This design comes from an exercise in tuning for small area on the open sky130 flow, not from production work. Function was checked by simulation only, so behaviour that the tests miss may differ from the original.

## flow/design.v (module list and top-level ports; edited modules follow where they fit)
// module ResonantLowPassFilter: 2312 lines
// module rlpf_fa: 4 lines
// module rlpf_ha: 4 lines
// module rlpf_xnor: 3 lines
// module rlpf_or: 3 lines
module ResonantLowPassFilter(
    input clk,
    input signed [15:0] audio_in,
    input signed [15:0] cutoff,
    input signed [15:0] resonance,
    input signed [15:0] gain,
    input reset_n,
    output reg signed [15:0] filtered_audio
);
  // ...
==> flow/flow/run.sh <==
#!/bin/bash
# The standard layout, with the smallest buffer on the ports and a clock
# tree without dummy loads.
set -euo pipefail
bash standard.sh \
  "BUFFER_PORTS_ARGS=-buffer_cell sky130_fd_sc_hd__buf_1" \
  "CTS_ARGS=-sink_clustering_enable -repair_clock_nets -dont_use_dummy_load -buf_list {sky130_fd_sc_hd__clkbuf_4 sky130_fd_sc_hd__clkbuf_8}" \
  finish > standard_flow.log 2>&1
==> flow/standard.sh <==
#!/bin/bash
# synth_recipe.tcl (not shown) runs the flow's synth.tcl, then flattens the netlist and writes it again
# the make line also repeats each setting of config.mk as NAME=value (left out here)
make -C /OpenROAD-flow-scripts/flow DESIGN_CONFIG=/design/flow/config.mk WORK_HOME=/design/flow/orfs CLKGATE_MAP_FILE= SYNTH_SCRIPT=/design/flow/synth_recipe.tcl "${@:-finish}"
==> flow/config.mk <==
export PLATFORM = sky130hd
export DESIGN_NAME = ResonantLowPassFilter
export DESIGN_NICKNAME = ResonantLowPassFilter
export VERILOG_FILES = /design/flow/design.v
export SDC_FILE = /design/flow/constraint.sdc
export NUM_CORES = 4
export LEC_CHECK = 0
export ABC_AREA = 1
export CAP_MARGIN = 20
export CORE_MARGIN = 2
export CORE_UTILIZATION = 60
export GPL_ROUTABILITY_DRIVEN = 0
export GPL_TIMING_DRIVEN = 0
export SLEW_MARGIN = 20
export SYNTH_HIERARCHICAL = 1
==> flow/constraint.sdc <==
create_clock -name core_clock -period 7.0 [get_ports {clk}]
set_input_delay 1.4000 -clock core_clock [delete_from_list [all_inputs] [get_ports {clk}]]
set_output_delay 1.4000 -clock core_clock [all_outputs]
set_load 0.01 [all_outputs]
==> summary.txt, run 1 <==
Status
  • Status: complete, no violations

Synthesis
  • Post-Synth XOR/XNOR Area: 0.177
  • Synthesized area: ~14000 um2
  • Most frequent cell after synthesis: xor2_1
  • Primary FF master, synth: dfrtp_1
  • Number of flops mapped to enable cells by yosys: 0

Placement
  • Placed standard-cell area: about 15000 um2
  • Placed cells: slightly below 2000

Layout
  • Post-layout net count: 1999
  • Multi-input gate share of total cell area: 0.729
  • Most common cell after layout, fill and taps aside: xor2_1
  • Nonclk buf count: slightly below 200
  • Sequential cell area share: 0.150

Floorplanning
  • Num ports: 82

STA
  • Max-slew violations: 0
  • Setup TNS: 0 ns
  • Worst-margin pin slew: 0.898 ns

Clock network
  • Clock Latency Late Sink: 0.39 ns
  • Post-CTS Setup Inserts: 0
  • Worst-case clock buffer depth: 2

Min path
  • Worst hold endpoint: filtered_audio[12]
  • Worst hold path startpoint: sum_reg[12]

Worst setup path
  • Most used cell along the critical path: nand2_1

Detailed routing
  • Drt wl/cell: 20.6 um
  • Vias per cell: ~6
  • Initial DRC Count: 1158
  • Metal-1 WL: 16600 um

GRT
  • Grt peak-use layer: met2
  • Overflow after GRT: 0
==> run 2: changes to the inputs <==
--- a/flow/config.mk
+++ b/flow/config.mk
@@ -11,3 +11,2 @@
 export CORE_UTILIZATION = 60
-export GPL_ROUTABILITY_DRIVEN = 0
 export GPL_TIMING_DRIVEN = 0
==> summary.txt, run 2 <==
Status
  • Status: complete, no violations (unchanged)

GRT
  • Overflow after GRT: 0 (unchanged)
  • Vias in the first global route: 11857 (was 11811)
  • Initial antenna violation count: 0 (unchanged)
  • Largest net degree at the start of global routing: 31 (was 32)
  • Tot GR Track Use: 0.343 (was 0.341)
  • First-pass GRT wire length: 64900 um (was 64400 um)

Worst setup path
  • CP endpoint: sum_reg[13] (was sum_reg[11])
  • Crit path DAT: 6.92 ns (was 6.80 ns)
  • RR Startpoint: state[13] (unchanged)
  • R2r worst-path depth: 30 (was 31)
  • CP endpoint kind: register (unchanged)
  • Crit. Startpoint: state[13] (unchanged)
  • Reg2reg end: sum_reg[13] (was sum_reg[11])
  • Slowest CP cell: clkbuf_1 (was fa_1)
  • Most used cell along the critical path: nand2_1 (unchanged)
  • CP startpoint kind: register (unchanged)
  • Crit path kind: register to register (unchanged)
  • Top delay family on crit path: adder cells (unchanged)
  • Crit. path cell count: 30 (was 31)
  • R2r setup slk: 0.40 ns (was 0.47 ns)
  • Slowest stage delay, CP: 0.57 ns (was 0.52 ns)
  • Worst path bufs/invs: 5 (unchanged)
  • CP required: 7.32 ns (was 7.27 ns)
  • Worst-path maximum fanout: 10 (unchanged)

Clock network
  • CTS clk-pin slew, worst paths: 0.12 ns (about the same)
  • Worst-case clock buffer depth: 2 (unchanged)
  • Cts hold-fix bufs: 0 (unchanged)
  • Root buf cell: clkbuf_8 (unchanged)
  • Clk sinks: 96 (unchanged)
  • CTS H-tree depth: 3 (unchanged)
  • CTS buffer count: 9 (unchanged)
  • Post-CTS Setup Inserts: 0 (unchanged)
  • CTS tree: built (unchanged)
  • Clock Latency Late Sink: 0.41 ns (was 0.39 ns)

Detailed routing
  • ANT nets after route: 0 (unchanged)
  • Drt wl/cell: 21.0 um (was 20.6 um)
  • Initial DRC Count: 1224 (was 1158)
  • Vias per cell: 6.05 (was 6.01)
  • DR pass1 iterations: 6 (was 8)
  • DRC Markers: 0 (unchanged)
  • Via count: 11775 (was 11696)
  • Post-Route WL: 40900 um (was 40100 um)

Layout
  • Diodes inserted: 0 (unchanged)
  • Commonest cells after routing, fill and taps aside: xor2_1, o22ai_1, fa_1, nand2_1, inv_1 (unchanged)
  • Register area: 2270 um2 (about the same)
  • Area occupied by multi-input gates: 11000 um2 (about the same)
  • Layout fillers: 2061 (was 2009)
  • Synth-to-layout area growth: 6.45% (was 6.55%)
  • Share of cells above drive strength 1: 0.0633 (was 0.0651)
  • Most common cell after layout, fill and taps aside: xor2_1 (unchanged)
  • Post-layout net count: 1999 (unchanged)

Placement
  • IO Port Bufs: 80 (unchanged)
  • Hpwl dp: 34100 um (was 33400 um)
  • Routability cong.: 0.971
  • Pre-CTS setup slack: -0.394 ns (was -0.304 ns)

Floorplanning
  • Die ar.: 24900 um2 (unchanged)
  • Starting Density: 0.609 (unchanged)
  • Core area: 23300 um2 (unchanged)
  • Die Wd: 158 um (unchanged)
  • Die Y: 158 um (unchanged)
  • Num ports: 82 (unchanged)
  • Rows: 56 (unchanged)

Synthesis
  • Post-Syn Nets: 1908 (unchanged)
  • Number of flops mapped to enable cells by yosys: 0 (unchanged)
  • Area leader, netlist: fa_1 (unchanged)
  • Sequential element share of the synthesized area: 0.159 (unchanged)
  • Primary FF master, synth: dfrtp_1 (unchanged)
  • Synthesized area per cell: 9.23 um2 (unchanged)
  • Synthesized area: 14200 um2 (unchanged)
  • Synth Register Bits: 96 (unchanged)
  • Post-synthesis cell type count: 39 (unchanged)
  • Ys async rst share: 0.667 (unchanged)
  • Synth Warn #: 7 (unchanged)
  • Post-Syn Instances: 1539 (unchanged)
  • Top post-synthesis cells by area: fa_1, xor2_1, o22ai_1, ha_1, dfrtp_1 (unchanged)
  • Top-area cell type share of the netlist area: 0.268 (unchanged)
  • Most frequent cell after synthesis: xor2_1 (unchanged)
  • Synth top cells by count: xor2_1, o22ai_1, fa_1 (unchanged)

STA
  • Min Tclk post-route: 6.60 ns (was 6.53 ns)
  • Final hold viol count: 0 (unchanged)
  • Clock Skews: 0.0470 ns (was 0.0354 ns)
  • Max-slew violations: 0 (unchanged)
  • Worst-margin pin slew: 0.925 ns (was 0.898 ns)
  • Worst setup margin: 0.400 ns (was 0.474 ns)
  • Relative slew slack: 0.383 (was 0.401)
  • RSZ-0062 raised after global routing: false (unchanged)
  • Tcrit/Tclk final: 0.943 (was 0.932)
  • Setup TNS: 0 ns (unchanged)
  • Final hold slack: 0.352 ns (was 0.339 ns)
  • Final setup fails: 0 (unchanged)
  • Max Freq: 152 MHz (was 153 MHz)

Min path
  • HP Class: register to register (unchanged)

Run
  • Max_cap viols: 0 (unchanged)
-- run 2: cell counts after synthesis --
Identical to the previous run, type by type.
-- run 2: how the worst min path moves through the flow --
stage	startpoint	to	slack, ns	depth (start not counted)
2_1_floorplan	sum_reg[0]	filtered_audio[0]	0.33	0
3_3_place_gp	sum_reg[13]	filtered_audio[13]	0.33	0
3_5_place_dp	sum_reg[4]	filtered_audio[4]	0.34	0
4_1_cts	sum_reg[13]	filtered_audio[13]	0.35	0
5_1_grt	sum_reg[13]	filtered_audio[13]	0.35	0
6_report	sum_reg[13]	filtered_audio[13]	0.35	0
-- run 2: modules after synthesis (local to each module, per instance) --
| module | area, um2 | cells inside |
|---|---|---|
| rlpf_ha | 12.5 | 1 |
| ResonantLowPassFilter | 9360 | 1266 |
| rlpf_fa | 20.0 | 1 |
-- run 2: kinds of logic (layout without fill, tap and decap cells) --
family,count (synthesis),after routing,synth area share
buffers and inverters,243,332,0.0669
AND/OR/NAND/NOR,279,279,0.0869
adder cells (fa/ha/maj),303,303,0.367
XOR/XNOR,287,287,0.177
AO/OA/AOI/OAI,331,331,0.143
flip-flops,96,96,0.159
-- run 2: final cells by class --
cell class	instances	area share
multi-input combinational	1200	0.729
sequential	96	0.150
inverter	130	0.0326
buffer	111	0.0309
tap	319	0.0264
timing repair buffer	82	0.0226
clock buffer	9	0.00819
-- run 2: timing repair --
| item | CTS | global route |
|---|---|---|
| cloned | 0 | 0 |
| endpoints found under the setup margin | 15 | 15 |
| hold endpoints to repair | 0 | 0 |
| resized for setup | 9 | 22 |
-- run 2: per-layer routing --
| layer | global-route usage | part of all wire |
|---|---|---|
| met3 | 0.0602 | 0.090 |
| met5 | 0 | 0 |
| met2 | 0.548 | 0.47 |
| met1 | 0.477 | 0.41 |
| met4 | 0.112 | 0.034 |
-- run 2: per-stage QoR --
stage | utilization | std cells | instance area (um2)
2_1_floorplan | - | 1539 | 14200
3_3_place_gp | 0.639 | 1938 | 14900
3_5_place_dp | 0.640 | 1940 | 14900
4_1_cts | 0.646 | 1947 | 15100
5_1_grt | 0.648 | 1947 | 15100
6_report | 0.648 | 1947 | 15100
==> run 3: changes to the inputs <==
--- a/flow/config.mk
+++ b/flow/config.mk
@@ -11,3 +11,3 @@
 export CORE_UTILIZATION = 60
-export GPL_TIMING_DRIVEN = 0
+export CTS_BUF_LIST = sky130_fd_sc_hd__clkbuf_4 sky130_fd_sc_hd__clkbuf_8
 export SLEW_MARGIN = 20
==> summary.txt, run 3 <==
Clock network
  • CTS buffer count: 9 (unchanged)
  • Post-CTS Setup Inserts: 0 (unchanged)
  • Root buf cell: clkbuf_8 (unchanged)
  • Cts hold-fix bufs: 0 (unchanged)
  • Worst-case clock buffer depth: 2 (unchanged)
  • CTS tree: built (unchanged)
  • Clock Latency Late Sink: 0.40 ns (was 0.41 ns)
  • CTS H-tree depth: 3 (unchanged)
  • Cts repair resizes: 0 (was 9)
  • Clk sinks: 96 (unchanged)
  • CTS clk-pin slew, worst paths: 0.11 ns (was 0.12 ns)

Detailed routing
  • DRC Markers: 0 (unchanged)
  • Via count: 11194 (was 11775)
  • Drt wl/cell: 19.7 um (was 21.0 um)
  • Vias per cell: 6.00 (was 6.05)
  • DR pass1 iterations: 5 (was 6)
  • ANT nets after route: 0 (unchanged)
  • Initial DRC Count: 934 (was 1224)
  • Post-Route WL: 36700 um (was 40900 um)

Synthesis
  • Post-synthesis cell type count: 39 (unchanged)
  • Number of flops mapped to enable cells by yosys: 0 (unchanged)
  • Post-Syn Instances: 1539 (unchanged)
  • Synth Warn #: 7 (unchanged)
  • Top-area cell type share of the netlist area: 0.268 (unchanged)
  • Top post-synthesis cells by area: fa_1, xor2_1, o22ai_1, ha_1, dfrtp_1 (unchanged)
  • Ys async rst share: 0.667 (unchanged)
  • Synthesized area: 14200 um2 (unchanged)
  • Primary FF master, synth: dfrtp_1 (unchanged)
  • Synth top cells by count: xor2_1, o22ai_1, fa_1 (unchanged)
  • Most frequent cell after synthesis: xor2_1 (unchanged)
  • Sequential element share of the synthesized area: 0.159 (unchanged)
  • Synthesized area per cell: 9.23 um2 (unchanged)
  • Area leader, netlist: fa_1 (unchanged)
  • Post-Syn Nets: 1908 (unchanged)
  • Synth Register Bits: 96 (unchanged)

Placement
  • Pre-CTS setup slack: 0.609 ns (was -0.394 ns)
  • Routability cong.: 0.875 (was 0.971)
  • IO Port Bufs: 80 (unchanged)
  • Hpwl dp: 28300 um (was 34100 um)

GRT
  • Tot GR Track Use: 0.311 (was 0.343)
  • Grt peak-use layer: met2 (unchanged)
  • Largest net degree at the start of global routing: 65 (was 31)
  • First-pass GRT wire length: 60300 um (was 64900 um)
  • GR Util met2: 0.475 (was 0.548)
  • Vias in the first global route: 11221 (was 11857)
  • Initial antenna violation count: 0 (unchanged)
  • Met1 Usage GRT: 0.448 (was 0.477)
  • Overflow after GRT: 0 (unchanged)
  • GRT met3 Usage: 0.0512 (was 0.0602)

STA
  • Final setup fails: 0 (unchanged)
  • Setup TNS: 0 ns (unchanged)
  • Worst-margin pin slew: 0.829 ns (was 0.925 ns)
  • Relative slew slack: 0.447 (was 0.383)
  • RSZ-0062 raised after global routing: false (unchanged)
  • Clock Skews: 0.0467 ns (was 0.0470 ns)
  • Final hold viol count: 0 (unchanged)
  • Max Freq: 155 MHz (was 152 MHz)
  • Worst setup margin: 0.532 ns (was 0.400 ns)
  • Max-slew violations: 0 (unchanged)
  • Min Tclk post-route: 6.47 ns (was 6.60 ns)
  • Tcrit/Tclk final: 0.924 (was 0.943)

Worst setup path
  • CP required: 7.29 ns (was 7.32 ns)
  • Crit path DAT: 6.76 ns (was 6.92 ns)
  • Worst-path maximum fanout: 32 (was 10)
  • CP endpoint kind: register (unchanged)
  • CP startpoint kind: register (unchanged)
  • Crit path kind: register to register (unchanged)

Floorplanning
  • Rows: 56 (unchanged)
  • Starting Density: 0.609 (unchanged)
  • Num ports: 82 (unchanged)
  • Core area: 23300 um2 (unchanged)
  • Die Y: 158 um (unchanged)
  • Die Wd: 158 um (unchanged)
  • Die ar.: 24900 um2 (unchanged)

Layout
  • Diodes inserted: 0 (unchanged)
  • Post-layout net count: 1919 (was 1999)
  • Synth-to-layout area growth: 4.55% (was 6.45%)
  • Commonest cells after routing, fill and taps aside: xor2_1, o22ai_1, fa_1, nand2_1, inv_1 (unchanged)
  • Most common cell after layout, fill and taps aside: xor2_1 (unchanged)
  • Share of cells above drive strength 1: 0.0691 (was 0.0633)

Status
  • Status: complete, no violations (unchanged)

Run
  • Max_cap viols: 0 (unchanged)

Min path
  • HP Class: register to register (unchanged)
==> run 3: per-stage QoR <==
| stage | hold WS [ns] | std cells | util | cell area (um2) |
|---|---|---|---|---|
| 3_3_place_gp | 0.331 | 1858 | 0.631 | 14700 |
| 6_report | 0.354 | 1867 | 0.636 | 14800 |
| 3_5_place_dp | 0.336 | 1858 | 0.631 | 14700 |
| 4_1_cts | 0.357 | 1867 | 0.636 | 14800 |
| 5_1_grt | 0.364 | 1867 | 0.636 | 14800 |
| 2_1_floorplan | 0.331 | 1539 | - | 14200 |
==> run 3: routing by layer <==
| metal | vias to the layer above | wire length (um) |
|---|---|---|
| met5 | - | 0 |
| met4 | 0 | 1320 |
| met3 | 81 | 2600 |
| met2 | 444 | 16800 |
| met1 | 5479 | 16000 |
| li1 | 5190 | - |
==> run 3: cells by family after synthesis <==
group                      after synthesis  synth area share
xor gates and xnor gates               287             0.177
adders and majority gates              303             0.367
buffers and inverters                  243            0.0669
DFF                                     96             0.159
and+or+nand+nor                        279            0.0869
AOI/OAI and AO/OA                      331             0.143
==> run 3: layout make-up <==
cell class	instances	area [um2]
Sequential cell	96	2270
Tap cell	319	399
Clock buffer	9	124
Multi-Input combinational cell	1200	11000
Fill cell	2032	8480
Inverter	130	493
Timing Repair Buffer	113	549
==> run 3: path summary, 6_finish.rpt <==
check,cells after the start,endpoint,slack [ns],from
worst max register to register,24,sum_reg[2],0.53,state[1]
worst min-delay path,0,filtered_audio[1],0.35,sum_reg[1]
worst max-delay path,24,sum_reg[2],0.53,state[1]
min in group asynchronous,2,sum_reg[11],1.18,reset_n
worst min register to register,0,filtered_audio[1],0.35,sum_reg[1]
max in group asynchronous,2,state[3],5.21,reset_n
==> run 3: critical path, cell delays in order, from the launching register on <==
cell      delay, ns
dfrtp_1        0.75
nand2_2        0.19
nand2_4        0.36
inv_2          0.09
o21ai_0        0.25
xor2_1         0.35
fa_1           0.51
fa_1           0.45
fa_1           0.53
fa_1           0.42
ha_1           0.35
nand2_1        0.08
nor2_1         0.04
a211oi_1       0.29
o221a_2        0.26
nand2_2        0.08
nand2_1        0.08
nand2_2        0.06
nand2_1        0.06
nand2_1        0.06
ha_1           0.18
nor2_1         0.13
xor2_1         0.24
nand2_1        0.35
o21ai_0        0.20
==> run 3: Yosys stat by module, one instance, submodules excluded <==
module | flip-flops and latches | cells | copies in the design
ResonantLowPassFilter | 96 | 1266 | 1
rlpf_fa | 0 | 1 | 190
rlpf_ha | 0 | 1 | 83

## what the ideal ports hide
The results above use ideal ports. As a check the final layouts listed here were re-extracted and re-timed, cells and wires unchanged. Step 1, drivers: a clkbuf_16 drives clk and a buf_2 each remaining input, both assumed. Step 2 times the ports against the registers' clock, not the clock port: input delays grow and output delays shrink by t, the midpoint of the rising clock arrivals with the driver on. a / b / c = no drivers / after step 1 / after step 2; a / b = the first two.
| run | shift t [ns] | setup slack, ns | worst hold slack (ns) | latest minus earliest clock arrival (ns) | worst slew at a driven data input, ns |
|---|---|---|---|---|---|
| run 1 | 0.421 | 0.474 / 0.474 / 0.474 | 0.339 / 0.339 / 0.339 | 0.035 / 0.035 | 0.03 |
| run 2 | 0.428 | 0.400 / 0.400 / 0.400 | 0.352 / 0.352 / 0.352 | 0.047 / 0.047 | 0.04 |
| run 3 | 0.422 | 0.532 / 0.532 / 0.532 | 0.354 / 0.354 / 0.354 | 0.047 / 0.047 | 0.04 |
After both steps setup and hold are still met in every run listed.
